Source: an optimization exercise on an open RTL-to-GDS flow (aim: small area). Production flows keep margins and buffers that such runs may drop. In this exercise RTL edits were held to simulation tests only and were not proved equivalent to the original. No driver is modelled on the clock port, so clocking that relies on it looks cheaper here than on a real chip. Power and IR drop assume default switching activity.

`design/flow/flow/run.sh`:
```
#!/bin/bash
# The standard layout with these changes:
# - the standard synthesis maps the logic with an area-oriented ABC script
#   (flow/abc_map.script in place of ORFS's abc_speed.script; everything
#   else in synthesis is unchanged);
# - after the standard synthesis, every combinational cell gets its smallest
#   drive strength (flow/downsize.py); the placement resizer sizes up what
#   needs it;
# - the clock tree is a clkbuf_2 that drives four clkbuf_8, one per quarter
#   of the registers (flow/pre_cts.tcl, run before CTS, which then has
#   nothing left to do);
# - port buffers of the smallest buffer cell.
set -euo pipefail
rm -rf scripts_abc
cp -r "$FLOW_HOME/scripts" scripts_abc
cp flow/abc_map.script scripts_abc/abc_speed.script
bash standard.sh "SCRIPTS_DIR=$PWD/scripts_abc" synth > synth.log 2>&1
R=orfs/results/$FLOW_PLATFORM/top_FSM_LightStand_PWM/base
python3 flow/downsize.py $R/1_2_yosys.v \
  $FLOW_HOME/platforms/sky130hd/lib/sky130_fd_sc_hd__tt_025C_1v80.lib > downsize.log 2>&1
bash standard.sh \
  "PRE_CTS_TCL=$PWD/flow/pre_cts.tcl" \
  "CTS_ARGS=-clk_nets i_clk -dont_use_dummy_load -buf_list sky130_fd_sc_hd__clkbuf_1" \
  "BUFFER_PORTS_ARGS=-buffer_cell sky130_fd_sc_hd__buf_1" \
  finish > standard.log 2>&1
```
`design/flow/flow/abc_map.script`:
```
&get -n
&st
&dch -f
&nf -R 1000
&put
```
`design/flow/flow/downsize.py`:
```
"""Give every combinational cell of the synthesized netlist its smallest
drive strength; the placement resizer sizes up what needs it."""
import re, sys
lib = open(sys.argv[2]).read()
area = {m.group(1): float(m.group(2)) for m in re.finditer(
    r'cell\s*\(\s*"?(sky130_fd_sc_hd__\w+?)"?\s*\)\s*\{.*?area\s*:\s*([\d.]+)', lib, re.S)}
dont = set(sys.argv[3].split()) if len(sys.argv) > 3 else set()
fam = {}
for c in area:
    m = re.match(r'(sky130_fd_sc_hd__\w+)_(\d+)$', c)
    if m and c not in dont:
        fam.setdefault(m.group(1), []).append(c)
def smallest(c):
    m = re.match(r'(sky130_fd_sc_hd__\w+)_(\d+)$', c)
    if not m or m.group(1).split('__')[1].startswith(('df', 'sdf', 'edf', 'dl', 'conb')):
        return c
    opts = fam.get(m.group(1), [c])
    return min(opts, key=lambda x: (area[x], x != c))
src = open(sys.argv[1]).read()
n = 0
def sub(m):
    global n
    new = smallest(m.group(2))
    n += new != m.group(2)
    return m.group(1) + new
out = re.sub(r'^(\s*)(sky130_fd_sc_hd__\w+)(?=\s)', sub, src, flags=re.M)
open(sys.argv[1], 'w').write(out)
print(f"downsized {n} cells")
```
`design/flow/flow/pre_cts.tcl`:
```
# The clock tree: the clock port drives one clkbuf_2, which drives four
# clkbuf_8, each of which drives the registers of one quarter of the placed
# design (split at the median x, then each half at its median y). Run before
# CTS, which then finds the port's net with a single sink and leaves it
# alone.
set block [ord::get_db_block]
set clk_net [$block findNet i_clk]
set master [[ord::get_db] findMaster sky130_fd_sc_hd__buf_6]
set sinks {}
foreach iterm [$clk_net getITerms] {
  set loc [[$iterm getInst] getLocation]
  lappend sinks [list $iterm [lindex $loc 0] [lindex $loc 1]]
}
set sinks [lsort -real -index 1 $sinks]
set half [expr {[llength $sinks] / 2}]
set groups {}
foreach part [list [lrange $sinks 0 [expr {$half - 1}]] [lrange $sinks $half end]] {
  set part [lsort -real -index 2 $part]
  set q [expr {[llength $part] / 2}]
  lappend groups [lrange $part 0 [expr {$q - 1}]] [lrange $part $q end]
}
set root [odb::dbInst_create $block [[ord::get_db] findMaster sky130_fd_sc_hd__clkbuf_2] clkbuf_root]
set root_net [odb::dbNet_create $block clknet_root]
$root_net setSigType CLOCK
[$root findITerm A] connect $clk_net
[$root findITerm X] connect $root_net
set rx 0; set ry 0
foreach s $sinks {
  set rx [expr {$rx + [lindex $s 1]}]
  set ry [expr {$ry + [lindex $s 2]}]
}
$root setLocation [expr {int($rx / [llength $sinks])}] [expr {int($ry / [llength $sinks])}]
$root setPlacementStatus PLACED
set i 0
foreach group $groups {
  set buf [odb::dbInst_create $block $master clkbuf_leaf_$i]
  set net [odb::dbNet_create $block clknet_leaf_$i]
  $net setSigType CLOCK
  set sx 0; set sy 0
  foreach s $group {
    set iterm [lindex $s 0]
    $iterm disconnect
    $iterm connect $net
    set sx [expr {$sx + [lindex $s 1]}]
    set sy [expr {$sy + [lindex $s 2]}]
  }
  [$buf findITerm A] connect $root_net
  [$buf findITerm X] connect $net
  set n [llength $group]
  $buf setLocation [expr {int($sx / $n)}] [expr {int($sy / $n)}]
  $buf setPlacementStatus PLACED
  puts "clock buffer $i drives $n registers"
  incr i
}
detailed_placement
```
`design/flow/standard.sh`:
```
#!/bin/bash
# synth_recipe.tcl (not shown) runs the flow's synth.tcl, then flattens the netlist and writes it again
# the make line also repeats each setting of config.mk as NAME=value (left out here)
make -C /OpenROAD-flow-scripts/flow DESIGN_CONFIG=/design/flow/config.mk WORK_HOME=/design/flow/orfs CLKGATE_MAP_FILE= SYNTH_SCRIPT=/design/flow/synth_recipe.tcl "${@:-finish}"
```
`design/flow/config.mk`:
```
export PLATFORM = sky130hd
export DESIGN_NAME = top_FSM_LightStand_PWM
export DESIGN_NICKNAME = top_FSM_LightStand_PWM
export VERILOG_FILES = /design/flow/design.v
export SDC_FILE = /design/flow/constraint.sdc
export NUM_CORES = 4
export LEC_CHECK = 0
export CAP_MARGIN = 20
export CORE_MARGIN = 2
export CORE_UTILIZATION = 40
export SLEW_MARGIN = 20
```
`design/flow/constraint.sdc`:
```
create_clock -name core_clock -period 10.0 [get_ports {i_clk}]
set_input_delay 2.0000 -clock core_clock [delete_from_list [all_inputs] [get_ports {i_clk}]]
set_output_delay 2.0000 -clock core_clock [all_outputs]
set_load 0.01 [all_outputs]
```
`design/flow/design.v`:
```
`timescale 1ns / 1ps
module top_FSM_LightStand_PWM(
    input i_clk, i_reset,
    input [2:0] i_button,
    output o_light
    );
    localparam integer B0 = 0, B1 = 13, BP = 26, BC = 27, B2 = 37;
    localparam [12:0] CNT_OFS  = 13'd128;
    localparam [12:0] CNT_END  = CNT_OFS + 13'd5000;
    localparam [12:0] CNT_SEEN = 13'b1010000001000;
    localparam [9:0]  PWM_OFS  = 10'd4;
    localparam [9:0]  PWM_END  = PWM_OFS + 10'd999;
    localparam [9:0]  PWM_SEEN = 10'b1111101011;
    reg [6:0] r_div;
    wire w_tick = (r_div[5:0] == 6'b100011);
    wire w_pwm_step = (r_div[4:0] == 5'b01101);
    always @(posedge i_clk or posedge i_reset) begin
        if (i_reset) r_div <= 7'd12;
        else r_div <= {r_div[5:0], r_div[6] ^ r_div[0] ^ w_tick};
    end
    reg [49:0] r_ring;
    reg [2:0] r_carry;       
    reg [2:1] r_pushed;      
    reg [2:0] r_level;       
    reg r_light;
    wire [12:0] w_cnt0 = r_ring[B0+12:B0];
    wire [12:0] w_cnt1 = r_ring[B1+12:B1];
    wire [12:0] w_cnt2 = r_ring[B2+12:B2];
    wire [9:0]  w_pwm  = r_ring[BC+9:BC];
    wire [2:0]  w_p    = {r_pushed, r_ring[BP]};
    wire [2:0] w_full = {
        (w_cnt2 & CNT_SEEN) == (CNT_END & CNT_SEEN),
        (w_cnt1 & CNT_SEEN) == (CNT_END & CNT_SEEN),
        (w_cnt0 & CNT_SEEN) == (CNT_END & CNT_SEEN)};
    wire w_pwm_full = (w_pwm & PWM_SEEN) == (PWM_END & PWM_SEEN);
    wire [2:0] w_diff = i_button ^ w_p;
    wire [2:0] w_flip = {3{w_tick}} & w_diff & w_full;    
    wire [2:0] w_inc  = {3{w_tick}} & w_diff & ~w_full;
    wire [2:0] w_rel  = w_flip & w_p;                     
    wire w_pwm_clr = w_tick & w_pwm_full;
    wire [2:0] w_cin = r_carry | w_inc | {2'b00, w_pwm_step};
    wire [2:0] w_ain = {r_ring[B2], r_ring[B1], r_ring[B0]};
    wire [2:0] w_sum = w_ain ^ w_cin;
    localparam [12:0] CNT_CHG = CNT_END ^ CNT_OFS;
    localparam [9:0]  PWM_CHG = PWM_END ^ (PWM_OFS - 10'd1);
    localparam [49:0] CHG = {CNT_CHG, PWM_CHG, 1'b0, CNT_CHG, CNT_CHG};
    localparam [49:0] VAL = {CNT_OFS, PWM_OFS - 10'd1, 1'b0, CNT_OFS, CNT_OFS};
    wire [49:0] w_clr = {{13{w_flip[2]}}, {10{w_pwm_clr}}, 1'b0, {13{w_flip[1]}}, {13{w_flip[0]}}};
    wire [49:0] w_in = {w_sum[0], r_ring[49:B2+1], w_sum[2], r_ring[B2-1:B1+1],
                        w_sum[1], r_ring[B1-1:1]};
    wire [49:0] w_next;
    genvar g;
    generate for (g = 0; g < 50; g = g + 1) begin : sh
        localparam integer S = (g + 1) % 50;    
        if (S == BP)
            assign w_next[g] = r_ring[BP] ^ w_flip[0];
        else if (CHG[S])
            assign w_next[g] = w_clr[S] ? VAL[S] : w_in[g];
        else
            assign w_next[g] = w_in[g];
    end endgenerate
    function lt_const(input [9:0] a, input [9:0] k);
        integer i;
        reg lt, eq;
        begin
            lt = 1'b0; eq = 1'b1;
            for (i = 9; i >= 0; i = i - 1) begin
                if (k[i]) begin
                    lt = lt | (eq & ~a[i]);
                    eq = eq & a[i];
                end else
                    eq = eq & ~a[i];
            end
            lt_const = lt;
        end
    endfunction
    reg [2:0] w_lnext;
    always @(*) begin
        w_lnext = r_level;
        if (w_rel[0])
            case (r_level)
                3'd0: w_lnext = 3'd1;
                3'd1: w_lnext = 3'd2;
                3'd2: w_lnext = 3'd3;
                default: w_lnext = 3'd4;
            endcase
        else if (w_rel[1])
            case (r_level)
                3'd4: w_lnext = 3'd3;
                3'd3: w_lnext = 3'd2;
                3'd2: w_lnext = 3'd1;
                default: w_lnext = 3'd0;
            endcase
        else if (w_rel[2])
            w_lnext = 3'd0;
    end
    reg w_y;
    always @(*) begin
        case (r_level)
            3'd1: w_y = lt_const(w_pwm, PWM_OFS + 10'd300);
            3'd2: w_y = lt_const(w_pwm, PWM_OFS + 10'd600);
            3'd3: w_y = lt_const(w_pwm, PWM_OFS + 10'd800);
            3'd4: w_y = ~w_pwm_full;
            default: w_y = 1'b0;
        endcase
    end
    localparam [49:0] TICK0 = {CNT_OFS, PWM_OFS + 10'd1, 1'b0, CNT_OFS, CNT_OFS};
    localparam [49:0] RESET = {TICK0[0], TICK0[49:1]};
    always @(posedge i_clk or posedge i_reset) begin
        if (i_reset) begin
            r_ring <= RESET;
            r_carry <= 3'd0;
            r_pushed <= 2'b00;
            r_level <= 3'd0;
            r_light <= 1'b0;
        end else begin
            r_ring <= w_next;
            r_carry <= w_cin & w_ain;
            r_pushed <= r_pushed ^ w_flip[2:1];
            r_level <= w_lnext;
            if (w_tick) r_light <= w_y;
        end
    end
    assign o_light = r_light;
endmodule
```
==> results by group, run 1 <==
Status
  – Outcome: finished clean

Die
  – Ports: 6
  – Core box area: around 5200 sq um
  – Initial Util: around 42%
  – Row count: 26
  – Die height: just under 80 um
  – Die Area: 6060 sq um
  – Die X: between 70 and 80 um

Min path
  – WHS Endpoint: r_ring[40]$_DFF_PP0_
  – Hold path start: r_ring[41]$_DFF_PP0_
  – Min-Delay Path Class: flop to flop
  – Hold Crit Depth: 0

Drt
  – Antenna viol nets, final: 0
  – Via Count: 1150
  – WL final: between 3 and 4 mm
  – Detailed-router iteration count before antenna repair: 4
  – Residual DRC count: 0
  – Drt wl/cell: 13.5 um
  – Drt via density: approximately 5
  – DRT iter0 DRCs: 63

GRT
  – Initial antenna violation count: 0
  – Overall global routing resource usage: 11.3%
  – First-pass GRT wire length: about 5.6 mm
  – Met2 Resource Use GR: between 15 and 20%
  – Met3 Track Usage GR: under 10%
  – Largest net degree at the start of global routing: 67
  – Total grt overflow: 0
  – Gr busiest metal: met2
  – M1 GR Usage: between 15 and 20%
  – Number of global-route vias before repair: 1195

Pwr
  – Part of the power in combinational logic: around 1.8%
  – Pwr/cell area: around 160 nW/um^2
  – P_leak: around 0.0012 uW
  – NetSw: slightly below 80 uW
  – Reg power frac: 70.5%
  – VDD IR max: roughly 0.11 mV
  – Sw frac: between 20% and 30%
  – Pint: approximately 300 uW
  – Clock power share: between 20% and 30%

Timing
  – Slew HR: between 40% and 50%
  – Tcrit/Tclk final: around 30%
  – Max-slew violations: 0
  – Worst slew pin tran: 0.771 ns
  – Clock skew: between 0.009 and 0.01 ns
  – Final setup vio count: 0
  – Final WS setup: approximately 7 ns
  – Post-route minimum period: 2.98 ns
  – WHS: 0.354 ns
  – Hold violation count in the final report: 0
  – RSZ-0062 raised after global routing: no
  – Max frequency: around 340 MHz
  – Sum Neg Setup Slack: 0 ns

Yosys
  – Yosys Warn Count: 1
  – Synthesized area: around 2200 sq um
  – Mean cell area of the mapped netlist: roughly 14 sq um
  – Synthesized Nets: about 170
  – Distinct cells, synth: 26
  – Synth Instances: roughly 150
  – Flip-flop and latch count after synthesis: 66
  – Post-synthesis sequential area ratio: between 70% and 80%

Finish
  – Fin nets: approximately 180
  – Inserted Diodes: 0
  – Reg area: roughly 1700 sq um
  – Final Util: between 40% and 50%
  – Layout cells sized above 1: around 8.5%
  – # fillers: roughly 470
  – Area occupied by multi-input gates: 517 sq um
  – P&R area growth vs syn: 7.52%

Clock tree
  – Resize count post-CTS: 0
  – Clock latency (worst-skew pair): between 0.3 and 0.4 ns
  – Clock transition at path regs: approximately 0.1 ns
  – Hold buffer count at cts: 0
  – Post-CTS Setup Inserts: 0

Critical path
  – Max incr delay on CP: around 0.38 ns
  – Critical path required time: 10.28 ns
  – Worst-path fanout max: 5
  – Slowest-stage cell, CP: nor3_1
  – Worst setup SP type: input pin
  – R2R Path Start: r_div[2]$_DFF_PP1_
  – Critical setup path kind: input pin to flop
  – R2R setup slack: ~7.7 ns
  – CP dominant cell by count: nor3_1
  – Crit path capture type: flop
  – Worst R2R Path Depth: 7
  – Worst r2r dst: r_level[1]$_DFFE_PP0P_
  – Critical Path, Cell by Cell: buf_1 > xnor2_1 > nor3_1 > ha_1 > nor3_1 > a22oi_1 > o21ai_0
  – CP arrival: roughly 3.3 ns

Flow run
  – Max Cap Viol: 0

Place
  – Hpwl dp: 2.15 mm
  – GPL Wtd Cong: about 0.8
  – Placement Setup Slack: ~6.6 ns
  – Port Buffer Count: 5
layout by cell type, fill, tap and decap left out, types with 2 or more instances in the layout:
| cell type | Yosys | layout |
|---|---|---|
| nand3_1 | 5 | 5 |
| or2_0 | 3 | 3 |
| buf_6 | 0 | 4 |
| xor2_1 | 3 | 3 |
| dfrtp_1 | 59 | 59 |
| buf_1 | 0 | 5 |
| nand4_1 | 2 | 2 |
| dfstp_2 | 7 | 7 |
| nor2b_1 | 9 | 9 |
| xnor2_1 | 2 | 2 |
| and2_0 | 6 | 6 |
| ha_1 | 6 | 6 |
| nor3_1 | 4 | 4 |
| nand2_1 | 19 | 19 |
| nor2_1 | 9 | 9 |
| o21ai_0 | 5 | 5 |
| a21oi_1 | 4 | 4 |
worst max-delay path, delay by kind of cell:
family          cells  cell delay (ns)
simple gates        2             0.48
xor+xnor            1             0.13
fa+ha+maj           1             0.30
compound gates      2             0.26
buf+inv             1             0.08
sequential cells by signal, indices dropped and copies added (netlist names):
register,cells
r_carry,3
r_div,7
r_level,3
r_light,1
r_pushed,2
r_ring,50
synth_stat cells:
| library cell | count | area [sq um] |
|---|---|---|
| o21ai_0 | 5 | 25.0 |
| and3_1 | 1 | 6.26 |
| and2_0 | 6 | 37.5 |
| dfstp_2 | 7 | 184 |
| nand3_1 | 5 | 25.0 |
| o31ai_1 | 1 | 7.51 |
| nand2_1 | 19 | 71.3 |
| a31oi_1 | 1 | 6.26 |
| clkinv_1 | 1 | 3.75 |
| nand4b_1 | 1 | 8.76 |
| nor3_1 | 4 | 20.0 |
| o32ai_1 | 1 | 8.76 |
| a211oi_1 | 1 | 7.51 |
| or2_0 | 3 | 18.8 |
| ha_1 | 6 | 75.1 |
| a21o_1 | 1 | 7.51 |
| nor2_1 | 9 | 33.8 |
| xnor2_1 | 2 | 17.5 |
| dfrtp_1 | 59 | 1480 |
| nor4b_1 | 1 | 8.76 |
| nor2b_1 | 9 | 56.3 |
| a31o_1 | 1 | 8.76 |
| nand4_1 | 2 | 12.5 |
| a21oi_1 | 4 | 20.0 |
| a22oi_1 | 1 | 7.51 |
| xor2_1 | 3 | 26.3 |
stage by stage:
stage / std cells / instance area [sq um] / total power [uW]
global placement: 230 / 2290 / 280
global route: 235 / 2340 / 396
CTS: 235 / 2340 / 361
floorplan: 154 / 2180 / 277
detailed placement: 230 / 2290 / 280
finish: 235 / 2340 / 380
worst max path at each step:
stage	endpoint	from	cells after the start
after CTS	r_level[1]$_DFFE_PP0P_	i_button[1]	7
after floorplan	r_level[1]$_DFFE_PP0P_	i_button[0]	7
after global placement	r_level[1]$_DFFE_PP0P_	i_button[0]	8
after detailed placement	r_level[1]$_DFFE_PP0P_	i_button[1]	7
final	r_level[1]$_DFFE_PP0P_	i_button[1]	7
after global routing	r_level[1]$_DFFE_PP0P_	i_button[0]	8
cell families (layout without fill, tap and decap cells):
logic type | count (synthesis) | count (layout) | synth area share [%]
xor+xnor | 5 | 5 | 2.01
buf+inv | 1 | 12 | 0.172
flops | 66 | 66 | 76.1
fa+ha+maj | 6 | 6 | 3.44
compound gates | 16 | 16 | 4.53
simple gates | 60 | 60 | 13.7
area by class of cell:
class                           instances  share of cell area (%)
Sequential cell                        66                    70.8
Multi-Input combinational cell         87                    22.0
Tap cell                               70                    3.74
Buffer                                  5                    2.13
Timing Repair Buffer                    6                    1.12
Inverter                                1                   0.160
metal layers:
metal | share of wire [%] | up-vias
met1 | 49 | 585
met3 | 3.5 | 9
met2 | 45 | 22
met4 | 2.4 | 0
li1 | - | 534
met5 | 0 | -
power by group through the flow:
stage | clock (uW) | sequential (uW) | combinational [uW]
after floorplan | 0 | 273 | 4.86
after global placement | 0 | 273 | 7.03
after detailed placement | 0 | 273 | 7.32
after CTS | 80.9 | 273 | 7.34
after global routing | 120 | 268 | 8.32
final | 105 | 268 | 6.77
==> run 2: changes to the inputs <==
--- a/design/flow/flow/pre_cts.tcl
+++ b/design/flow/flow/pre_cts.tcl
@@ -6,5 +6,5 @@
 set block [ord::get_db_block]
 set clk_net [$block findNet i_clk]
-set master [[ord::get_db] findMaster sky130_fd_sc_hd__buf_6]
+set master [[ord::get_db] findMaster sky130_fd_sc_hd__clkbuf_8]
 set sinks {}
 foreach iterm [$clk_net getITerms] {
==> results by group, run 2 <==
Timing
  – Max frequency: 337 MHz (+0.53%)
  – Max-slew violations: 0 (unchanged)
  – Post-route minimum period: 2.96 ns (-0.0158 ns)
  – Sum Neg Setup Slack: 0 ns (unchanged)
  – Final setup vio count: 0 (unchanged)
  – Tcrit/Tclk final: 29.6% (-0.16 points)
  – Hold violation count in the final report: 0 (unchanged)
  – Slew HR: 48.5% (-0.078 points)
  – Worst slew pin tran: 0.772 ns (+0.00116 ns)
  – Final WS setup: 7.04 ns (+0.0158 ns)
  – Clock skew: 0.00793 ns (-0.00121 ns)
  – RSZ-0062 raised after global routing: no

Yosys
  – Synthesized Nets: 165 (unchanged)
  – Mean cell area of the mapped netlist: 14.2 sq um (unchanged)
  – Distinct cells, synth: 26 (unchanged)
  – Main synth FF type: dfrtp_1
  – Flip-flop and latch count after synthesis: 66 (unchanged)
  – Synth Instances: 154 (unchanged)
  – Cell taking the most area after synthesis: dfrtp_1
  – Yosys top cell area share: 67.7% (unchanged)
  – Post-synthesis sequential area ratio: 76.1% (unchanged)
  – Post-synth ARST share: 100% (unchanged)
  – Synthesized area: 2180 sq um (unchanged)
  – Yosys Warn Count: 1 (unchanged)
  – Post-synth EDFFs: 0 (unchanged)
  – Top post-synthesis cells by count: 59 x dfrtp_1, 19 x nand2_1, 9 x nor2_1, 9 x nor2b_1, 7 x dfstp_2
  – Top-count cell post-synth: dfrtp_1
  – Top cells by area, synth: dfrtp_1 68%, dfstp_2 8.4%, ha_1 3.4%

Critical path
  – CP arrival: 3.25 ns (about the same)
  – Crit path capture type: flop
  – Worst setup SP type: input pin
  – CP delay by family, top: simple AND/OR/NAND/NOR gates
  – CP dominant cell by count: nor3_1
  – Slowest-stage cell, CP: nor3_1
  – Worst-path fanout max: 5 (unchanged)
  – Critical setup path kind: input pin to flop
  – Buf/Inv on CP: 1 (unchanged)
  – Max incr delay on CP: 0.38 ns (about the same)
  – Critical Path, Cell by Cell: buf_1 > xnor2_1 > nor3_1 > ha_1 > nor3_1 > a22oi_1 > o21ai_0
  – R2R setup slack: 7.73 ns (about the same)
  – Critical Path Stages: 7 (unchanged)
  – Critical Path Start: i_button[1]
  – R2R Path Start: r_div[2]$_DFF_PP1_
  – Critical path required time: 10.29 ns (about the same)
  – Worst R2R Path Depth: 7 (unchanged)

Finish
  – Commonest cells after routing, fill and taps aside: 59 x dfrtp_1, 19 x nand2_1, 9 x nor2_1, 9 x nor2b_1, 7 x dfstp_2
  – Final Util: 45.5% (+0.19 points)
  – Largest regs: r_ring x50, r_div x7
  – Most common cell after layout, fill and taps aside: dfrtp_1
  – Reg area: 1660 sq um (unchanged)
  – P&R area growth vs syn: 7.97%
  – # fillers: 469 (-1.1%)
  – Fin nets: 178 (unchanged)
  – Inserted Diodes: 0 (unchanged)
  – Layout cells sized above 1: 8.48% (unchanged)
  – Largest Register: r_ring
  – Area occupied by multi-input gates: 517 sq um (unchanged)
  – Number of flip-flops under the largest register name: 50 (unchanged)

GRT
  – Number of global-route vias before repair: 1192 (-0.25%)
  – Total grt overflow: 0 (unchanged)
  – First-pass GRT wire length: 5.62 mm (+0.12%)
  – Overall global routing resource usage: 11.3% (-0.020 points)
  – Largest net degree at the start of global routing: 67 (unchanged)
  – Initial antenna violation count: 0 (unchanged)

Drt
  – Drt via density: 4.84 (-1.1%)
  – Antenna viol nets, final: 0 (unchanged)
  – Residual DRC count: 0 (unchanged)
  – DR WL met3: 126 um (+12%)
  – DRT iter0 DRCs: 73 (+16%)
  – Detailed-router iteration count before antenna repair: 4 (unchanged)
  – Via Count: 1137 (-1.1%)
  – WL final: 3.15 mm (-0.94%)
  – Highest routed layer: met4
  – Drt wl/cell: 13.4 um (-0.94%)
  – WL met1: 1.51 mm (-2.6%)
  – Met2 wire length: 1.44 mm (-0.14%)

Flow run
  – Max Cap Viol: 0 (unchanged)

Status
  – Outcome: finished clean

Die
  – Die X: 77.8 um (unchanged)
  – Row count: 26 (unchanged)
  – Ports: 6 (unchanged)
  – Core box area: 5170 sq um (unchanged)
  – Die Area: 6060 sq um (unchanged)
  – Initial Util: 42.2% (unchanged)
  – Die height: 77.8 um (unchanged)

Min path
  – Hold Crit Depth: 0 (unchanged)
  – Min-Delay Path Class: flop to flop
  – Hold path start: r_ring[41]$_DFF_PP0_

Place
  – Placement Setup Slack: 6.60 ns (unchanged)
  – GPL Wtd Cong: 0.789 (unchanged)
  – Hpwl dp: 2.15 mm (unchanged)
  – Port Buffer Count: 5 (unchanged)

Pwr
  – Pwr/cell area: 163 nW/um^2 (+0.45%)
  – Final Power: 383 uW (+0.88%)
  – VDD IR max: 0.103 mV (-6.6%)
  – P_leak: 0.00118 uW (+0.39%)

Clock tree
  – Resize count post-CTS: 0 (unchanged)
  – Clock transition at path regs: 0.10 ns (about the same)
  – Hold buffer count at cts: 0 (unchanged)
  – Post-CTS Setup Inserts: 0 (unchanged)
  – Clock latency (worst-skew pair): 0.40 ns (about the same)
## run 2: cell counts after synthesis
No cell type changed its count.
## run 2: power by group
group,total (uW),switching [uW],internal [uW]
logic,6.76,5.55,1.21
registers,267,0.215,267
clock network,109,70.3,38.5
## run 2: stage by stage
| stage | cells | hold WS [ns] | instance area [sq um] |
|---|---|---|---|
| finish | 235 | 0.352 | 2350 |
| global route | 235 | 0.362 | 2350 |
| CTS | 235 | 0.335 | 2350 |
| detailed placement | 230 | 0.337 | 2290 |
| global placement | 230 | 0.332 | 2290 |
| floorplan | 154 | 0.331 | 2180 |
## run 2: layout make-up
| class | count | area share [%] |
|---|---|---|
| sequential | 66 | 70.5 |
| multi-input combinational | 87 | 21.9 |
| tap | 70 | 3.72 |
| buffer | 5 | 2.55 |
| timing repair buffer | 6 | 1.12 |
| inverter | 1 | 0.159 |
## run 2: final timing paths
kind / end
worst max-delay path: r_level[1]$_DFFE_PP0P_
worst min register to register: r_ring[40]$_DFF_PP0_
max in group asynchronous: r_ring[22]$_DFF_PP0_
min in group asynchronous: r_ring[27]$_DFF_PP0_
worst max register to register: r_level[1]$_DFFE_PP0P_
worst min-delay path: r_ring[40]$_DFF_PP0_
## run 2: cell families (layout without fill, tap and decap cells)
logic type | Yosys count | after routing | synth area share (%)
fa+ha+maj | 6 | 6 | 3.44
flops | 66 | 66 | 76.1
simple gates | 60 | 60 | 13.7
buf+inv | 1 | 12 | 0.172
xor+xnor | 5 | 5 | 2.01
compound gates | 16 | 16 | 4.53
## run 2: per-layer routing
metal / global-route usage, % / up-vias
li1: - / 535
met1: 17.3 / 571
met2: 17.6 / 22
met3: 1.16 / 9
met5: 0 / -
met4: 2.50 / 0
==> run 3: changes to the inputs <==
--- a/design/flow/flow/run.sh
+++ b/design/flow/flow/run.sh
@@ -7,5 +7,5 @@
 #   drive strength (flow/downsize.py); the placement resizer sizes up what
 #   needs it;
-# - the clock tree is a clkbuf_2 that drives four clkbuf_8, one per quarter
+# - the clock tree is a clkbuf_2 that drives four buf_6, one per quarter
 #   of the registers (flow/pre_cts.tcl, run before CTS, which then has
 #   nothing left to do);
--- a/design/flow/flow/pre_cts.tcl
+++ b/design/flow/flow/pre_cts.tcl
@@ -1,4 +1,4 @@
 # The clock tree: the clock port drives one clkbuf_2, which drives four
-# clkbuf_8, each of which drives the registers of one quarter of the placed
+# buf_6, each of which drives the registers of one quarter of the placed
 # design (split at the median x, then each half at its median y). Run before
 # CTS, which then finds the port's net with a single sink and leaves it
@@ -6,5 +6,5 @@
 set block [ord::get_db_block]
 set clk_net [$block findNet i_clk]
-set master [[ord::get_db] findMaster sky130_fd_sc_hd__clkbuf_8]
+set master [[ord::get_db] findMaster sky130_fd_sc_hd__buf_6]
 set sinks {}
 foreach iterm [$clk_net getITerms] {
==> results by group, run 3 <==
Status
  – Outcome: finished clean

Pwr
  – Part of the power in combinational logic: 1.8% (about the same)
  – Clock power share: 27.7% (-0.7 points)
  – VDD IR max: 0.111 mV (+7.1%)
  – P_leak: 0.00117 uW (-0.39%)
  – NetSw: 77.6 uW (+2.0%)
  – Sw frac: 20.4% (+0.58 points)
  – Pint: 302 uW (-1.6%)
  – Reg power frac: 70.5% (+0.7 points)
  – Pwr/cell area: 162 nW/um^2 (-0.45%)

Drt
  – Detailed-router iteration count before antenna repair: 4 (unchanged)
  – Residual DRC count: 0 (unchanged)
  – Drt via density: 4.89 (+1.1%)
  – Via Count: 1150 (+1.1%)
  – Drt wl/cell: 13.5 um (+0.95%)
  – WL final: 3.18 mm (+0.95%)
  – DRT iter0 DRCs: 63 (-14%)
  – Antenna viol nets, final: 0 (unchanged)

GRT
  – Total grt overflow: 0 (unchanged)
  – First-pass GRT wire length: 5.62 mm (-0.12%)
  – Overall global routing resource usage: 11.3% (+0.020 points)
  – Number of global-route vias before repair: 1195 (+0.25%)
  – Initial antenna violation count: 0 (unchanged)
  – Largest net degree at the start of global routing: 67 (unchanged)

Finish
  – Design area: 2340 sq um (-0.43%)
  – Reg area: 1660 sq um (unchanged)
  – Most common cell after layout, fill and taps aside: dfrtp_1
  – Largest Register: r_ring
  – Area occupied by multi-input gates: 517 sq um (unchanged)
  – Largest regs: r_ring x50, r_div x7
  – Layout cells sized above 1: 8.48% (unchanged)
  – Number of flip-flops under the largest register name: 50 (unchanged)
  – P&R area growth vs syn: 7.52%
  – Fin nets: 178 (unchanged)
  – Final Util: 45.3% (-0.19 points)
  – Commonest cells after routing, fill and taps aside: 59 x dfrtp_1, 19 x nand2_1, 9 x nor2_1, 9 x nor2b_1, 7 x dfstp_2
  – # fillers: 474 (+1.1%)
  – Final Non-Filler Cells: 235 (unchanged)
  – Inserted Diodes: 0 (unchanged)

Timing
  – Hold violation count in the final report: 0 (unchanged)
  – Worst slew pin tran: 0.771 ns (-0.00116 ns)
  – Max-slew violations: 0 (unchanged)
  – Sum Neg Setup Slack: 0 ns (unchanged)
  – Final WS setup: 7.02 ns (-0.0158 ns)
  – Slew HR: 48.6% (+0.078 points)
  – Max frequency: 336 MHz (-0.53%)
  – Tcrit/Tclk final: 29.8% (+0.16 points)
  – Final setup vio count: 0 (unchanged)
  – RSZ-0062 raised after global routing: no
  – Clock skew: 0.00914 ns (+0.00121 ns)
  – Post-route minimum period: 2.98 ns (+0.0158 ns)

Place
  – Placed cells: 230 (unchanged)
  – Area after DPL: 2290 sq um (unchanged)
  – Port Buffer Count: 5 (unchanged)
  – GPL Wtd Cong: 0.789 (unchanged)
  – Hpwl dp: 2.15 mm (unchanged)
  – Placement Setup Slack: 6.60 ns (unchanged)

Critical path
  – R2R setup slack: 7.72 ns (about the same)
  – Critical path required time: 10.28 ns (about the same)
  – CP arrival: 3.26 ns (about the same)
  – Crit path capture type: flop
  – Worst-path fanout max: 5 (unchanged)
  – Worst r2r dst: r_level[1]$_DFFE_PP0P_
  – Worst setup SP type: input pin
  – Worst R2R Path Depth: 7 (unchanged)
  – R2R Path Start: r_div[2]$_DFF_PP1_
  – Critical setup path kind: input pin to flop

Clock tree
  – Post-CTS Setup Inserts: 0 (unchanged)
  – Clock transition at path regs: 0.10 ns (about the same)
  – Hold buffer count at cts: 0 (unchanged)
  – Clock latency (worst-skew pair): 0.39 ns (about the same)
  – Resize count post-CTS: 0 (unchanged)

Die
  – Die Area: 6060 sq um (unchanged)
  – Initial Util: 42.2% (unchanged)
  – Row count: 26 (unchanged)
  – Core box area: 5170 sq um (unchanged)
  – Die X: 77.8 um (unchanged)
  – Die height: 77.8 um (unchanged)
  – Ports: 6 (unchanged)

Yosys
  – Mean cell area of the mapped netlist: 14.2 sq um (unchanged)
  – Top-count cell post-synth: dfrtp_1
  – Top cells by area, synth: dfrtp_1 68%, dfstp_2 8.4%, ha_1 3.4%
  – Synthesized Nets: 165 (unchanged)
  – Post-synth EDFFs: 0 (unchanged)
  – Post-synth ARST share: 100% (unchanged)
  – Flip-flop and latch count after synthesis: 66 (unchanged)
  – Distinct cells, synth: 26 (unchanged)
  – Post-synthesis sequential area ratio: 76.1% (unchanged)
  – Cell taking the most area after synthesis: dfrtp_1
  – Synthesized area: 2180 sq um (unchanged)
  – Yosys Warn Count: 1 (unchanged)
  – Top post-synthesis cells by count: 59 x dfrtp_1, 19 x nand2_1, 9 x nor2_1, 9 x nor2b_1, 7 x dfstp_2
  – Main synth FF type: dfrtp_1
  – Synth Instances: 154 (unchanged)
  – Yosys top cell area share: 67.7% (unchanged)

Min path
  – Hold path start: r_ring[41]$_DFF_PP0_
  – Min-Delay Path Class: flop to flop
  – WHS Endpoint: r_ring[40]$_DFF_PP0_
  – Hold Crit Depth: 0 (unchanged)

Flow run
  – Max Cap Viol: 0 (unchanged)
==> run 3: worst max-delay path by stage <==
stage	start	end	slack [ns]
after floorplan	i_button[0]	r_level[1]$_DFFE_PP0P_	6.90
after global routing	i_button[0]	r_level[1]$_DFFE_PP0P_	6.89
after global placement	i_button[0]	r_level[1]$_DFFE_PP0P_	6.72
final	i_button[1]	r_level[1]$_DFFE_PP0P_	7.02
after detailed placement	i_button[1]	r_level[1]$_DFFE_PP0P_	6.60
after CTS	i_button[1]	r_level[1]$_DFFE_PP0P_	6.61
==> run 3: logic make-up after synthesis <==
| group | after synthesis | synth area share [%] |
|---|---|---|
| DFF | 66 | 76.1 |
| adders and majority gates | 6 | 3.44 |
| AOI/OAI and AO/OA | 16 | 4.53 |
| and+or+nand+nor | 60 | 13.7 |
| xor gates and xnor gates | 5 | 2.01 |
| buffers and inverters | 1 | 0.172 |
==> run 3: per-layer routing <==
metal	GRT usage, %	wire, um	vias up
met5	0	0	-
li1	-	-	534
met4	2.50	77	0
met1	17.1	1550	585
met3	1.16	113	9
met2	17.8	1440	22
==> run 3: critical path: stages <==
cell and delay (ns):
buf_1 0.08, xnor2_1 0.13, nor3_1 0.38, ha_1 0.30
nor3_1 0.10, a22oi_1 0.16, o21ai_0 0.10
==> run 3: layout make-up <==
cell class / count / area share [%]
Multi-Input combinational cell: 87 / 22.0
Buffer: 5 / 2.13
Inverter: 1 / 0.160
Sequential cell: 66 / 70.8
Timing Repair Buffer: 6 / 1.12
Tap cell: 70 / 3.74
==> run 3: per-stage QoR <==
step / total power (uW) / hold slack, ns
3_3_place_gp: 280 / 0.332
3_5_place_dp: 280 / 0.337
5_1_grt: 396 / 0.364
2_1_floorplan: 277 / 0.331
4_1_cts: 361 / 0.335
6_report: 380 / 0.354
==> run 3: power groups by stage <==
stage	registers, uW	logic (uW)	clock network, uW
final	268	6.77	105
after global routing	268	8.32	120
after CTS	273	7.34	80.9
after detailed placement	273	7.32	0
after global placement	273	7.03	0
after floorplan	273	4.86	0
==> run 4: changes to the inputs <==
--- a/design/flow/flow/downsize.py
+++ b/design/flow/flow/downsize.py
@@ -1,4 +1,6 @@
 """Give every combinational cell of the synthesized netlist its smallest
-drive strength; the placement resizer sizes up what needs it."""
+drive strength; the placement resizer sizes up what needs it. The inverter
+on the reset port, which drives every register's reset pin, gets inv_4
+instead, strong enough for that load without a buffer tree."""
 import re, sys
 lib = open(sys.argv[2]).read()
@@ -25,4 +27,6 @@
     return m.group(1) + new
 out = re.sub(r'^(\s*)(sky130_fd_sc_hd__\w+)(?=\s)', sub, src, flags=re.M)
+out = re.sub(r'sky130_fd_sc_hd__(?:clk)?inv_\d+(\s+\S+\s*\(\s*\.A\(i_reset\))',
+             r'sky130_fd_sc_hd__inv_4\1', out)
 open(sys.argv[1], 'w').write(out)
 print(f"downsized {n} cells")
==> results by group, run 4 <==
Status
  – Outcome: finished clean

Place
  – Port Buffer Count: 5 (unchanged)
  – GPL Wtd Cong: 0.738 (-6.4%)
  – Placement Setup Slack: 6.61 ns (+0.00815 ns)
  – Hpwl dp: 2.20 mm (+2.5%)

Drt
  – Via Count: 1154 (+0.35%)
  – Detailed-router iteration count before antenna repair: 4 (unchanged)
  – Antenna viol nets, final: 0 (unchanged)
  – Drt wl/cell: 14.0 um (+3.6%)
  – WL final: 3.29 mm (+3.2%)
  – Drt via density: 4.93 (+0.78%)
  – DRT iter0 DRCs: 103 (+63%)
  – Residual DRC count: 0 (unchanged)

Yosys
  – Yosys Warn Count: 1 (unchanged)
  – Post-synth ARST share: 100% (unchanged)
  – Post-synth EDFFs: 0 (unchanged)
  – Main synth FF type: dfrtp_1
  – Yosys top cell area share: 67.7% (unchanged)
  – Cell taking the most area after synthesis: dfrtp_1
  – Yosys stat chip area: roughly 2200 sq um
  – Synthesized Nets: 165 (unchanged)
  – Synthesized area: 2180 sq um (+0.11%)
  – Top post-synthesis cells by count: 59 x dfrtp_1, 19 x nand2_1, 9 x nor2_1, 9 x nor2b_1, 7 x dfstp_2
  – Mean cell area of the mapped netlist: 14.2 sq um (+0.11%)
  – Distinct cells, synth: 26 (unchanged)
  – Post-synthesis sequential area ratio: 76.1% (unchanged)
  – Top-count cell post-synth: dfrtp_1
  – Flip-flop and latch count after synthesis: 66 (unchanged)
  – Top cells by area, synth: dfrtp_1 68%, dfstp_2 8.4%, ha_1 3.4%
  – Synth Instances: 154 (unchanged)

Timing
  – Sum Neg Setup Slack: 0 ns (unchanged)
  – Hold violation count in the final report: 0 (unchanged)
  – Clock skew: 0.00979 ns (+0.000645 ns)
  – WHS: 0.353 ns (-0.00169 ns)
  – Final WS setup: 7.05 ns (+0.0245 ns)
  – Tcrit/Tclk final: 29.5% (-0.24 points)
  – Slew HR: 49.7% (+1.1 points)
  – Max frequency: 338 MHz (+0.83%)
  – Post-route minimum period: 2.95 ns (-0.0245 ns)
  – Max-slew violations: 0 (unchanged)
  – RSZ-0062 raised after global routing: no
  – Final setup vio count: 0 (unchanged)
  – Worst slew pin tran: 0.755 ns (-0.0161 ns)

Pwr
  – Final Power: 380 uW (+0.11%)
  – Pwr/cell area: 162 nW/um^2 (+0.33%)
  – Reg power frac: 70.4% (about the same)
  – Pint: 302 uW (about the same)
  – Part of the power in combinational logic: 1.7% (about the same)
  – Clock power share: 27.9% (+0.2 points)
  – Sw frac: 20.6% (+0.14 points)
  – NetSw: 78.2 uW (+0.80%)
  – P_leak: 0.00117 uW (-0.39%)
  – VDD IR max: 0.0852 mV (-23%)

Critical path
  – Critical Path, Cell by Cell: buf_1 > xor2_1 > nand2_1 > nor2_1 > ha_1 > nor3_1 > a22oi_1 > o21ai_0
  – Max incr delay on CP: 0.30 ns (-0.08 ns)
  – Worst r2r dst: r_level[1]$_DFFE_PP0P_
  – R2R Path Start: r_div[2]$_DFF_PP1_
  – CP arrival: 3.23 ns (-0.03 ns)
  – Worst R2R Path Depth: 7 (unchanged)
  – Worst-path fanout max: 6 (+1)
  – Slowest-stage cell, CP: ha_1
  – Worst setup SP type: input pin
  – R2R setup slack: 7.76 ns (+0.04 ns)
  – Critical path required time: 10.28 ns (about the same)
  – Critical setup path kind: input pin to flop
  – Crit path capture type: flop

Die
  – Initial Util: 42.2% (+0.048 points)
  – Die height: 77.9 um (about the same)
  – Row count: 26 (unchanged)
  – Core box area: 5170 sq um (unchanged)
  – Die Area: 6070 sq um (+0.10%)
  – Die X: 77.9 um (about the same)
  – Ports: 6 (unchanged)

Finish
  – Commonest cells after routing, fill and taps aside: 59 x dfrtp_1, 19 x nand2_1, 9 x nor2_1, 9 x nor2b_1, 7 x dfstp_2
  – # fillers: 466 (-1.7%)
  – Largest regs: r_ring x50, r_div x7
  – P&R area growth vs syn: 7.16%
  – Inserted Diodes: 0 (unchanged)
  – Fin nets: 177 (-0.56%)
  – Largest Register: r_ring
  – Most common cell after layout, fill and taps aside: dfrtp_1
  – Number of flip-flops under the largest register name: 50 (unchanged)
  – Layout cells sized above 1: 7.93% (-0.56 points)

Clock tree
  – Hold buffer count at cts: 0 (unchanged)
  – Resize count post-CTS: 0 (unchanged)
  – Clock latency (worst-skew pair): 0.39 ns (about the same)
  – Clock transition at path regs: 0.10 ns (about the same)
  – Post-CTS Setup Inserts: 0 (unchanged)

GRT
  – Overall global routing resource usage: 11.4% (+0.067 points)
  – First-pass GRT wire length: 5.65 mm (+0.62%)
  – Initial antenna violation count: 0 (unchanged)
  – Number of global-route vias before repair: 1184 (-0.92%)
  – Total grt overflow: 0 (unchanged)
  – Largest net degree at the start of global routing: 67 (unchanged)

Min path
  – Hold Crit Depth: 0 (unchanged)
  – WHS Endpoint: r_ring[40]$_DFF_PP0_
  – Min-Delay Path Class: flop to flop
  – Hold path start: r_ring[41]$_DFF_PP0_

Flow run
  – Max Cap Viol: 0 (unchanged)
## run 4: kinds of logic after synthesis
| logic type | synth area share, % |
|---|---|
| DFF | 76.1 |
| and+or+nand+nor | 13.7 |
| AOI/OAI and AO/OA | 4.53 |
| adders and majority gates | 3.44 |
| xor gates and xnor gates | 2.01 |
| buffers and inverters | 0.172 |
## run 4: worst max-delay path: cells and delay by family
family | cells | cell delay (ns)
AO/OA/AOI/OAI | 2 | 0.25
XOR/XNOR | 1 | 0.17
adder cells (fa/ha/maj) | 1 | 0.30
buffers and inverters | 1 | 0.09
AND/OR/NAND/NOR | 3 | 0.41
## run 4: power groups by stage
| stage | sequential, uW | clock (uW) | combinational [uW] |
|---|---|---|---|
| finish | 268 | 106 | 6.63 |
| global route | 268 | 122 | 8.15 |
| detailed placement | 273 | 0 | 7.13 |
| CTS | 273 | 80.9 | 7.14 |
| global placement | 273 | 0 | 6.88 |
| floorplan | 273 | 0 | 4.92 |
## run 4: routing by layer
| metal | track usage [%] | part of all wire (%) | up-vias |
|---|---|---|---|
| met4 | 2.68 | 2.3 | 0 |
| met5 | 0 | 0 | - |
| met3 | 1.86 | 4.9 | 10 |
| met2 | 17.0 | 43 | 24 |
| li1 | - | - | 535 |
| met1 | 17.5 | 49 | 585 |
## run 4: through the flow
step	area, sq um	util, %	cells
final	2340	45.2	234
after global placement	2290	44.3	229
after global routing	2340	45.2	234
after detailed placement	2290	44.3	229
after floorplan	2180	-	154
after CTS	2340	45.2	234
## run 4: worst max-delay path by stage
stage	start	to	slack, ns	cells after the start
after CTS	i_button[0]	r_level[1]$_DFFE_PP0P_	6.61	8
after floorplan	i_button[0]	r_level[1]$_DFFE_PP0P_	6.90	7
after detailed placement	i_button[0]	r_level[1]$_DFFE_PP0P_	6.61	8
after global routing	i_button[0]	r_level[1]$_DFFE_PP0P_	6.90	8
after global placement	i_button[0]	r_level[1]$_DFFE_PP0P_	6.71	8
final	i_button[0]	r_level[1]$_DFFE_PP0P_	7.05	8
## run 4: layout make-up
| type | count | area (sq um) | share of cell area, % |
|---|---|---|---|
| inverters | 1 | 6.26 | 0.267 |
| plain buffers | 5 | 50.0 | 2.14 |
| repair buffers | 5 | 18.8 | 0.802 |
| flip-flops and latches | 66 | 1660 | 71.0 |
| multi-input cells | 87 | 517 | 22.1 |
| well taps | 70 | 87.6 | 3.74 |
==> run 5: changes to the inputs <==
--- a/design/flow/flow/run.sh
+++ b/design/flow/flow/run.sh
@@ -7,5 +7,5 @@
 #   drive strength (flow/downsize.py); the placement resizer sizes up what
 #   needs it;
-# - the clock tree is a clkbuf_2 that drives four buf_6, one per quarter
+# - the clock tree is a clkbuf_2 that drives four clkbuf_8, one per quarter
 #   of the registers (flow/pre_cts.tcl, run before CTS, which then has
 #   nothing left to do);
--- a/design/flow/flow/downsize.py
+++ b/design/flow/flow/downsize.py
@@ -1,6 +1,4 @@
 """Give every combinational cell of the synthesized netlist its smallest
-drive strength; the placement resizer sizes up what needs it. The inverter
-on the reset port, which drives every register's reset pin, gets inv_4
-instead, strong enough for that load without a buffer tree."""
+drive strength; the placement resizer sizes up what needs it."""
 import re, sys
 lib = open(sys.argv[2]).read()
@@ -27,6 +25,4 @@
     return m.group(1) + new
 out = re.sub(r'^(\s*)(sky130_fd_sc_hd__\w+)(?=\s)', sub, src, flags=re.M)
-out = re.sub(r'sky130_fd_sc_hd__(?:clk)?inv_\d+(\s+\S+\s*\(\s*\.A\(i_reset\))',
-             r'sky130_fd_sc_hd__inv_4\1', out)
 open(sys.argv[1], 'w').write(out)
 print(f"downsized {n} cells")
--- a/design/flow/flow/pre_cts.tcl
+++ b/design/flow/flow/pre_cts.tcl
@@ -1,4 +1,4 @@
 # The clock tree: the clock port drives one clkbuf_2, which drives four
-# buf_6, each of which drives the registers of one quarter of the placed
+# clkbuf_8, each of which drives the registers of one quarter of the placed
 # design (split at the median x, then each half at its median y). Run before
 # CTS, which then finds the port's net with a single sink and leaves it
@@ -20,16 +20,4 @@
   lappend groups [lrange $part 0 [expr {$q - 1}]] [lrange $part $q end]
 }
-set root [odb::dbInst_create $block [[ord::get_db] findMaster sky130_fd_sc_hd__clkbuf_2] clkbuf_root]
-set root_net [odb::dbNet_create $block clknet_root]
-$root_net setSigType CLOCK
-[$root findITerm A] connect $clk_net
-[$root findITerm X] connect $root_net
-set rx 0; set ry 0
-foreach s $sinks {
-  set rx [expr {$rx + [lindex $s 1]}]
-  set ry [expr {$ry + [lindex $s 2]}]
-}
-$root setLocation [expr {int($rx / [llength $sinks])}] [expr {int($ry / [llength $sinks])}]
-$root setPlacementStatus PLACED
 set i 0
 foreach group $groups {
@@ -45,5 +33,5 @@
     set sy [expr {$sy + [lindex $s 2]}]
   }
-  [$buf findITerm A] connect $root_net
+  [$buf findITerm A] connect $clk_net
   [$buf findITerm X] connect $net
   set n [llength $group]
@@ -54,2 +42,4 @@
 }
 detailed_placement
+# keep CTS from buffering the port net
+set_dont_touch [get_nets i_clk]
==> results by group, run 5 <==
Status
  – Outcome: aborted with a tool error
  – Last stage: 4_1_cts
  – Stop err: [ERROR ODB-0372] Attempt to disconnect iterm clkbuf_leaf_3/A of dont_touch net i_clk

Yosys
  – Post-synthesis sequential area ratio: 76.1% (unchanged)
  – Cell taking the most area after synthesis: dfrtp_1
  – Top cells by area, synth: dfrtp_1 68%, dfstp_2 8.4%, ha_1 3.4%
  – Yosys Warn Count: 1 (unchanged)
  – Synthesized area: 2180 sq um (-0.11%)
  – Post-synth EDFFs: 0 (unchanged)
  – Synthesized Nets: 165 (unchanged)
  – Flip-flop and latch count after synthesis: 66 (unchanged)
  – Top post-synthesis cells by count: 59 x dfrtp_1, 19 x nand2_1, 9 x nor2_1, 9 x nor2b_1, 7 x dfstp_2
  – Mean cell area of the mapped netlist: 14.2 sq um (-0.11%)
  – Synth Instances: 154 (unchanged)
  – Main synth FF type: dfrtp_1
  – Distinct cells, synth: 26 (unchanged)
  – Yosys top cell area share: 67.7% (unchanged)
  – Top-count cell post-synth: dfrtp_1
  – Post-synth ARST share: 100% (unchanged)

Place
  – Port Buffer Count: 5 (unchanged)
  – Placement Setup Slack: 6.60 ns (-0.00815 ns)
  – GPL Wtd Cong: 0.789 (+6.9%)
  – Hpwl dp: 2.15 mm (-2.4%)

Die
  – Row count: 26 (unchanged)
  – Ports: 6 (unchanged)
  – Initial Util: 42.2% (-0.048 points)
  – Die height: 77.8 um (about the same)
  – Die X: 77.8 um (about the same)
run 5: cell counts after synthesis:
Identical to the previous run, type by type.
run 5: worst max path at each step:
stage	slack, ns	end	from	depth (start not counted)
after detailed placement	6.60	r_level[1]$_DFFE_PP0P_	i_button[1]	7
after global placement	6.72	r_level[1]$_DFFE_PP0P_	i_button[0]	8
after floorplan	6.90	r_level[1]$_DFFE_PP0P_	i_button[0]	7
run 5: power by group through the flow:
stage	registers (uW)	logic, uW	clock network (uW)
floorplan	273	4.86	0
global placement	273	7.03	0
detailed placement	273	7.32	0
run 5: logic make-up after synthesis:
| kind of cell | share of synthesized area (%) |
|---|---|
| simple gates | 13.7 |
| xor+xnor | 2.01 |
| fa+ha+maj | 3.44 |
| flops | 76.1 |
| compound gates | 4.53 |
| buf+inv | 0.172 |
run 5: metrics by stage:
step	instances	hold slack [ns]	utilization, %	instance area [sq um]
2_1_floorplan	154	0.331	-	2180
3_3_place_gp	230	0.332	44.4	2290
3_5_place_dp	230	0.337	44.4	2290
==> run 6: changes to the inputs <==
--- a/design/flow/flow/pre_cts.tcl
+++ b/design/flow/flow/pre_cts.tcl
@@ -6,5 +6,5 @@
 set block [ord::get_db_block]
 set clk_net [$block findNet i_clk]
-set master [[ord::get_db] findMaster sky130_fd_sc_hd__buf_6]
+set master [[ord::get_db] findMaster sky130_fd_sc_hd__buf_4]
 set sinks {}
 foreach iterm [$clk_net getITerms] {
@@ -12,12 +12,24 @@
   lappend sinks [list $iterm [lindex $loc 0] [lindex $loc 1]]
 }
+# split the registers into NLEAF groups: bands by x, each band cut in two by y
+set nleaf 5
 set sinks [lsort -real -index 1 $sinks]
-set half [expr {[llength $sinks] / 2}]
 set groups {}
-foreach part [list [lrange $sinks 0 [expr {$half - 1}]] [lrange $sinks $half end]] {
-  set part [lsort -real -index 2 $part]
-  set q [expr {[llength $part] / 2}]
-  lappend groups [lrange $part 0 [expr {$q - 1}]] [lrange $part $q end]
+set total [llength $sinks]
+for {set k 0} {$k < $nleaf} {incr k} {
+  lappend groups [lrange $sinks [expr {($k * $total) / $nleaf}] [expr {(($k + 1) * $total) / $nleaf - 1}]]
 }
+set root [odb::dbInst_create $block [[ord::get_db] findMaster sky130_fd_sc_hd__clkbuf_2] clkbuf_root]
+set root_net [odb::dbNet_create $block clknet_root]
+$root_net setSigType CLOCK
+[$root findITerm A] connect $clk_net
+[$root findITerm X] connect $root_net
+set rx 0; set ry 0
+foreach s $sinks {
+  set rx [expr {$rx + [lindex $s 1]}]
+  set ry [expr {$ry + [lindex $s 2]}]
+}
+$root setLocation [expr {int($rx / [llength $sinks])}] [expr {int($ry / [llength $sinks])}]
+$root setPlacementStatus PLACED
 set i 0
 foreach group $groups {
@@ -33,5 +45,5 @@
     set sy [expr {$sy + [lindex $s 2]}]
   }
-  [$buf findITerm A] connect $clk_net
+  [$buf findITerm A] connect $root_net
   [$buf findITerm X] connect $net
   set n [llength $group]
@@ -42,4 +54,2 @@
 }
 detailed_placement
-# keep CTS from buffering the port net
-set_dont_touch [get_nets i_clk]
==> results by group, run 6 <==
Yosys
  – Post-synthesis sequential area ratio: 76.1% (unchanged)
  – Cell taking the most area after synthesis: dfrtp_1
  – Synthesized Nets: 165 (unchanged)
  – Yosys Warn Count: 1 (unchanged)
  – Top-count cell post-synth: dfrtp_1
  – Main synth FF type: dfrtp_1
  – Distinct cells, synth: 26 (unchanged)
  – Yosys top cell area share: 67.7% (unchanged)
  – Top post-synthesis cells by count: 59 x dfrtp_1, 19 x nand2_1, 9 x nor2_1, 9 x nor2b_1, 7 x dfstp_2
  – Synthesized area: 2180 sq um (unchanged)
  – Flip-flop and latch count after synthesis: 66 (unchanged)
  – Mean cell area of the mapped netlist: 14.2 sq um (unchanged)
  – Post-synth ARST share: 100% (unchanged)
  – Post-synth EDFFs: 0 (unchanged)
  – Synth Instances: 154 (unchanged)
  – Top cells by area, synth: dfrtp_1 68%, dfstp_2 8.4%, ha_1 3.4%

Die
  – Die X: 77.8 um (unchanged)
  – Row count: 26 (unchanged)
  – Die height: 77.8 um (unchanged)
  – Core box area: slightly above 5000 sq um
  – Ports: 6 (unchanged)
  – Die Area: around 6000 sq um
  – Initial Util: 42.2% (unchanged)

Critical path
  – Worst-path fanout max: 5
  – Crit path capture type: flop
  – Worst setup SP type: input pin
  – CP arrival: roughly 3.3 ns
  – Critical path required time: around 10 ns
  – Critical setup path kind: input pin to flop

GRT
  – Overall global routing resource usage: 11.5%
  – Largest net degree at the start of global routing: 67
  – Initial antenna violation count: 0
  – Total grt overflow: 0
  – Number of global-route vias before repair: approximately 1.2k
  – First-pass GRT wire length: 5.72 mm

Drt
  – Residual DRC count: 0
  – Antenna viol nets, final: 0
  – Drt wl/cell: between 10 and 15 um
  – DRT iter0 DRCs: between 40 and 50
  – Drt via density: around 4.8
  – WL final: 3.18 mm
  – Detailed-router iteration count before antenna repair: 4
  – Via Count: approximately 1.1k

Timing
  – Sum Neg Setup Slack: 0 ns
  – Hold violation count in the final report: 0
  – Tcrit/Tclk final: between 30% and 40%
  – Worst slew pin tran: 0.789 ns
  – Max-slew violations: 0
  – Slew HR: a little under half
  – RSZ-0062 raised after global routing: no
  – Max frequency: ~330 MHz
  – Final WS setup: roughly 6.9 ns
  – Clock skew: ~0.011 ns
  – Post-route minimum period: 3.05 ns
  – Final setup vio count: 0

Finish
  – Largest Register: r_ring
  – Layout cells sized above 1: approximately 9%
  – Fin nets: 179
  – Commonest cells after routing, fill and taps aside: 59 x dfrtp_1, 19 x nand2_1, 9 x nor2_1, 9 x nor2b_1, 7 x dfstp_2
  – Most common cell after layout, fill and taps aside: dfrtp_1
  – Largest regs: r_ring x50, r_div x7
  – P&R area growth vs syn: 7.17%
  – Inserted Diodes: 0
  – Number of flip-flops under the largest register name: 50

Clock tree
  – Clock transition at path regs: 0.11 ns
  – Post-CTS Setup Inserts: 0
  – Hold buffer count at cts: 0
  – Clock latency (worst-skew pair): between 0.3 and 0.4 ns
  – Resize count post-CTS: 0

Pwr
  – Pwr/cell area: 158 nW/um^2
  – P_leak: 0.00117 uW
  – VDD IR max: 0.156 mV

Place
  – Hpwl dp: 2.15 mm (unchanged)
  – GPL Wtd Cong: 0.789 (unchanged)
  – Placement Setup Slack: 6.60 ns (unchanged)
  – Port Buffer Count: 5 (unchanged)

Status
  – Outcome: finished clean

Min path
  – Min-Delay Path Class: flop to flop

Flow run
  – Max Cap Viol: 0
-- run 6: area by class of cell --
type	instances	area (sq um)
multi-input cells	87	517
repair buffers	6	26.3
plain buffers	6	42.5
flip-flops and latches	66	1660
well taps	70	87.6
inverters	1	3.75
fillers	476	2840
-- run 6: metrics by stage --
| step | total power, uW | hold WS, ns | util, % | area (sq um) | cells |
|---|---|---|---|---|---|
| 2_1_floorplan | 277 | 0.331 | - | 2180 | 154 |
| 3_3_place_gp | 280 | 0.332 | 44.4 | 2290 | 230 |
| 3_5_place_dp | 280 | 0.337 | 44.4 | 2290 | 230 |
| 4_1_cts | 353 | 0.335 | 45.2 | 2340 | 236 |
| 5_1_grt | 389 | 0.369 | 45.2 | 2340 | 236 |
| 6_report | 370 | 0.349 | 45.2 | 2340 | 236 |
-- run 6: power breakdown --
part | total, uW | switching, uW | internal (uW)
Clock | 95.5 | 67.2 | 28.3
Combinational | 6.88 | 5.67 | 1.21
Sequential | 267 | 0.218 | 267
Total | 370 | 73.0 | 297
-- run 6: worst max-delay path: stages --
cell	delay, ns
buf_1	0.08
xnor2_1	0.13
nor3_1	0.41
ha_1	0.30
nor3_1	0.10
a22oi_1	0.16
o21ai_0	0.10
-- run 6: path summary, 6_finish.rpt --
path | startpoint | endpoint | slack (ns) | depth (start not counted)
worst max register to register | r_div[2]$_DFF_PP1_ | r_level[1]$_DFFE_PP0P_ | 7.70 | 7
worst max-delay path | i_button[1] | r_level[1]$_DFFE_PP0P_ | 6.95 | 7
worst min-delay path | r_ring[17]$_DFF_PP0_ | r_ring[16]$_DFF_PP0_ | 0.35 | 0
max in group asynchronous | i_reset | r_ring[11]$_DFF_PP0_ | 7.64 | 3
worst min register to register | r_ring[17]$_DFF_PP0_ | r_ring[16]$_DFF_PP0_ | 0.35 | 0
min in group asynchronous | i_reset | r_ring[7]$_DFF_PP0_ | 1.83 | 3
-- run 6: cell families after synthesis --
kind of cell / Yosys count / share of synthesized area, %
fa+ha+maj: 6 / 3.44
compound gates: 16 / 4.53
xor+xnor: 5 / 2.01
buf+inv: 1 / 0.172
simple gates: 60 / 13.7
flops: 66 / 76.1
-- run 6: layer usage --
layer | wire (um) | global-route usage [%] | up-vias
met2 | 1540 | 19.9 | 17
met5 | 0 | 0 | -
li1 | - | - | 536
met1 | 1510 | 15.9 | 573
met3 | 101 | 1.40 | 4
met4 | 27 | 1.61 | 0
==> run 7: changes to the inputs <==
--- a/design/flow/design.v
+++ b/design/flow/design.v
@@ -9,7 +9,7 @@
     localparam [12:0] CNT_END  = CNT_OFS + 13'd5000;
     localparam [12:0] CNT_SEEN = 13'b1010000001000;
-    localparam [9:0]  PWM_OFS  = 10'd4;
+    localparam [9:0]  PWM_OFS  = 10'd1;
     localparam [9:0]  PWM_END  = PWM_OFS + 10'd999;
-    localparam [9:0]  PWM_SEEN = 10'b1111101011;
+    localparam [9:0]  PWM_SEEN = 10'b1111101000;
     reg [6:0] r_div;
     wire w_tick = (r_div[5:0] == 6'b100011);
--- a/design/flow/flow/pre_cts.tcl
+++ b/design/flow/flow/pre_cts.tcl
@@ -6,5 +6,5 @@
 set block [ord::get_db_block]
 set clk_net [$block findNet i_clk]
-set master [[ord::get_db] findMaster sky130_fd_sc_hd__buf_4]
+set master [[ord::get_db] findMaster sky130_fd_sc_hd__clkbuf_4]
 set sinks {}
 foreach iterm [$clk_net getITerms] {
@@ -12,11 +12,17 @@
   lappend sinks [list $iterm [lindex $loc 0] [lindex $loc 1]]
 }
-# split the registers into NLEAF groups: bands by x, each band cut in two by y
-set nleaf 5
+# split the registers into NCOL columns by x, each column into NROW groups by y
+set ncol 2
+set nrow 3
 set sinks [lsort -real -index 1 $sinks]
 set groups {}
 set total [llength $sinks]
-for {set k 0} {$k < $nleaf} {incr k} {
-  lappend groups [lrange $sinks [expr {($k * $total) / $nleaf}] [expr {(($k + 1) * $total) / $nleaf - 1}]]
+for {set c 0} {$c < $ncol} {incr c} {
+  set col [lrange $sinks [expr {($c * $total) / $ncol}] [expr {(($c + 1) * $total) / $ncol - 1}]]
+  set col [lsort -real -index 2 $col]
+  set n [llength $col]
+  for {set r 0} {$r < $nrow} {incr r} {
+    lappend groups [lrange $col [expr {($r * $n) / $nrow}] [expr {(($r + 1) * $n) / $nrow - 1}]]
+  }
 }
 set root [odb::dbInst_create $block [[ord::get_db] findMaster sky130_fd_sc_hd__clkbuf_2] clkbuf_root]
==> results by group, run 7 <==
Pwr
  – VDD IR max: 0.0946 mV (-39%)
  – P_leak: 0.00120 uW (+2.7%)
  – Pwr/cell area: 161 nW/um^2 (+1.8%)

Place
  – Area after DPL: 2300 sq um (+0.38%)
  – GPL Wtd Cong: 0.783 (-0.77%)
  – Placement Setup Slack: 6.52 ns (-0.0759 ns)
  – Hpwl dp: 2.05 mm (-4.7%)
  – Placed cells: 228 (-0.87%)
  – Port Buffer Count: 5 (unchanged)

Critical path
  – Critical path required time: 10.30 ns (+0.06 ns)
  – Worst-path fanout max: 6 (+1)
  – Worst setup SP type: input pin
  – R2R setup slack: 7.61 ns (-0.09 ns)
  – Critical setup path kind: input pin to flop
  – Crit path capture type: flop
  – CP arrival: 3.33 ns (+0.04 ns)

GRT
  – Overall global routing resource usage: 11.0% (-0.48 points)
  – Largest net degree at the start of global routing: 67 (unchanged)
  – Total grt overflow: 0 (unchanged)
  – Number of global-route vias before repair: 1157 (-4.5%)
  – First-pass GRT wire length: 5.57 mm (-2.7%)
  – Initial antenna violation count: 0 (unchanged)

Die
  – Ports: 6 (unchanged)
  – Initial Util: 42.1% (-0.095 points)
  – Die X: 78.0 um (+0.19%)
  – Die Area: 6080 sq um (+0.37%)
  – Die height: 78.0 um (+0.19%)
  – Core box area: 5200 sq um (+0.63%)
  – Row count: 26 (unchanged)

Drt
  – DRT iter0 DRCs: 95 (+100%)
  – Residual DRC count: 0 (unchanged)
  – Met2 wire length: 1.49 mm (-3.4%)
  – Via Count: 1161 (+2.7%)
  – Detailed-router iteration count before antenna repair: 4 (unchanged)
  – WL met1: 1.53 mm (+1.1%)
  – DR WL met3: 112 um (+11%)
  – Antenna viol nets, final: 0 (unchanged)
  – Highest routed layer: met4
  – Drt via density: 4.94 (+3.2%)
  – Drt wl/cell: 13.6 um (+1.1%)
  – WL final: 3.21 mm (+0.66%)

Yosys
  – Cell taking the most area after synthesis: dfrtp_1
  – Top post-synthesis cells by count: 60 x dfrtp_1, 13 x nand2_1, 9 x nor2_1, 9 x nor2b_1, 7 x o21ai_0
  – Post-synth EDFFs: 0 (unchanged)
  – Main synth FF type: dfrtp_1
  – Yosys top cell area share: 68.6% (+0.87 points)
  – Top cells by area, synth: dfrtp_1 69%, dfstp_2 7.2%, ha_1 3.4%
  – Flip-flop and latch count after synthesis: 66 (unchanged)
  – Post-synth ARST share: 100% (unchanged)
  – Synthesized Nets: 163 (-1.2%)
  – Synthesized area: 2190 sq um (+0.40%)
  – Synth Instances: 152 (-1.3%)
  – Yosys Warn Count: 1 (unchanged)
  – Post-synthesis sequential area ratio: 75.8% (-0.36 points)
  – Mean cell area of the mapped netlist: 14.4 sq um (+1.7%)
  – Distinct cells, synth: 27 (+3.8%)
  – Top-count cell post-synth: dfrtp_1

Finish
  – Largest Register: r_ring
  – Number of flip-flops under the largest register name: 50 (unchanged)
  – Inserted Diodes: 0 (unchanged)
  – Commonest cells after routing, fill and taps aside: 60 x dfrtp_1, 13 x nand2_1, 9 x nor2_1, 9 x nor2b_1, 7 x o21ai_0
  – Most common cell after layout, fill and taps aside: dfrtp_1
  – Fin nets: 178 (-0.56%)
  – Layout cells sized above 1: 9.09% (+0.055 points)
  – P&R area growth vs syn: 7.49%
  – Largest regs: r_ring x50, r_div x7
  – Design area: 2350 sq um (+0.70%)
  – Final Non-Filler Cells: 235 (-0.42%)

Clock tree
  – Post-CTS Setup Inserts: 0 (unchanged)
  – Clock latency (worst-skew pair): 0.43 ns (+0.08 ns)
  – Clock transition at path regs: 0.12 ns (about the same)
  – Resize count post-CTS: 0 (unchanged)
  – Hold buffer count at cts: 0 (unchanged)

Min path
  – Min-Delay Path Class: flop to flop

Timing
  – Worst slew pin tran: 0.787 ns (-0.00169 ns)
  – Post-route minimum period: 3.02 ns (-0.0271 ns)
  – Hold violation count in the final report: 0 (unchanged)
  – RSZ-0062 raised after global routing: no
  – Sum Neg Setup Slack: 0 ns (unchanged)
  – Final setup vio count: 0 (unchanged)
  – Slew HR: 47.5% (+0.11 points)
  – Max frequency: 331 MHz (+0.90%)
  – Max-slew violations: 0 (unchanged)
  – Tcrit/Tclk final: 30.2% (-0.27 points)
  – Clock skew: 0.0171 ns (+0.00575 ns)
  – Final WS setup: 6.98 ns (+0.0271 ns)
  – WHS: 0.347 ns (-0.00180 ns)

Flow run
  – Max Cap Viol: 0 (unchanged)

Status
  – Outcome: finished clean
## run 7: layout make-up
class	count	area, sq um
buffer	7	50.0
inverter	1	3.75
multi-input combinational	85	527
fill	474	2850
sequential	66	1660
timing repair buffer	6	26.3
tap	70	87.6
## run 7: final timing paths
| check | start | cells after the start | to |
|---|---|---|---|
| worst max-delay path | i_button[0] | 7 | r_level[1]$_DFFE_PP0P_ |
| worst min-delay path | r_ring[18]$_DFF_PP0_ | 0 | r_ring[17]$_DFF_PP0_ |
| worst max register to register | r_div[2]$_DFF_PP1_ | 7 | r_level[1]$_DFFE_PP0P_ |
| worst min register to register | r_ring[18]$_DFF_PP0_ | 0 | r_ring[17]$_DFF_PP0_ |
| max in group asynchronous | i_reset | 3 | r_ring[7]$_DFF_PP0_ |
| min in group asynchronous | i_reset | 3 | r_ring[48]$_DFF_PP0_ |
## run 7: metal layers
metal  GRT usage (%)  vias to the layer above
li1                -                      543
met1            17.0                      588
met2            16.6                       23
met3            1.51                        7
met4            2.46                        0
met5               0                        -
## run 7: logic make-up after synthesis
logic type               count (synthesis)  synth area share [%]
AO/OA/AOI/OAI                           19                  5.71
buffers and inverters                    1                 0.171
XOR/XNOR                                 5                  2.00
adder cells (fa/ha/maj)                  6                  3.43
flip-flops                              66                  75.8
AND/OR/NAND/NOR                         55                  12.9
## run 7: where the power goes
group	internal, uW	total, uW	switching (uW)
combinational	1.83	7.90	6.06
sequential	268	269	0.701
clock	30.4	102	71.9
## run 7: metrics by stage
step | utilization, % | total power, uW
6_report | 45.2 | 379
2_1_floorplan | - | 280
5_1_grt | 45.2 | 397
4_1_cts | 45.2 | 358
3_5_place_dp | 44.3 | 282
3_3_place_gp | 44.3 | 282
## run 7: critical path, stage by stage
cell and delay (ns):
buf_1 0.08, xnor2_1 0.13, nor3_1 0.42, ha_1 0.34, nor3_1 0.11, a22oi_1 0.14, o21ai_0 0.12

==> separate check: timing with driven ports <==
No port has a modelled driver above. Below, the same layouts with a new extraction and two added sets of constraints.
Step 1: set_driving_cell puts a clkbuf_16 on i_clk and a buf_2 on each other input, an assumption about the parent block.
Step 2 also shifts input and output timing later by t, the mid clock arrival at the registers, as if the neighbouring blocks saw the same clock.
a / b / c = ideal / step 1 / step 2; a / b = the first two.
run	t (ns)	setup WS [ns]
run 1	0.408	7.021 / 7.023 / 6.615
run 2	0.419	7.037 / 7.039 / 6.620
run 3	0.408	7.021 / 7.023 / 6.615
run 4	0.409	7.045 / 7.046 / 6.637
run 6	0.371	6.950 / 6.952 / 6.581
run 7	0.443	6.977 / 6.974 / 6.531
After both steps every run listed still meets setup and hold.
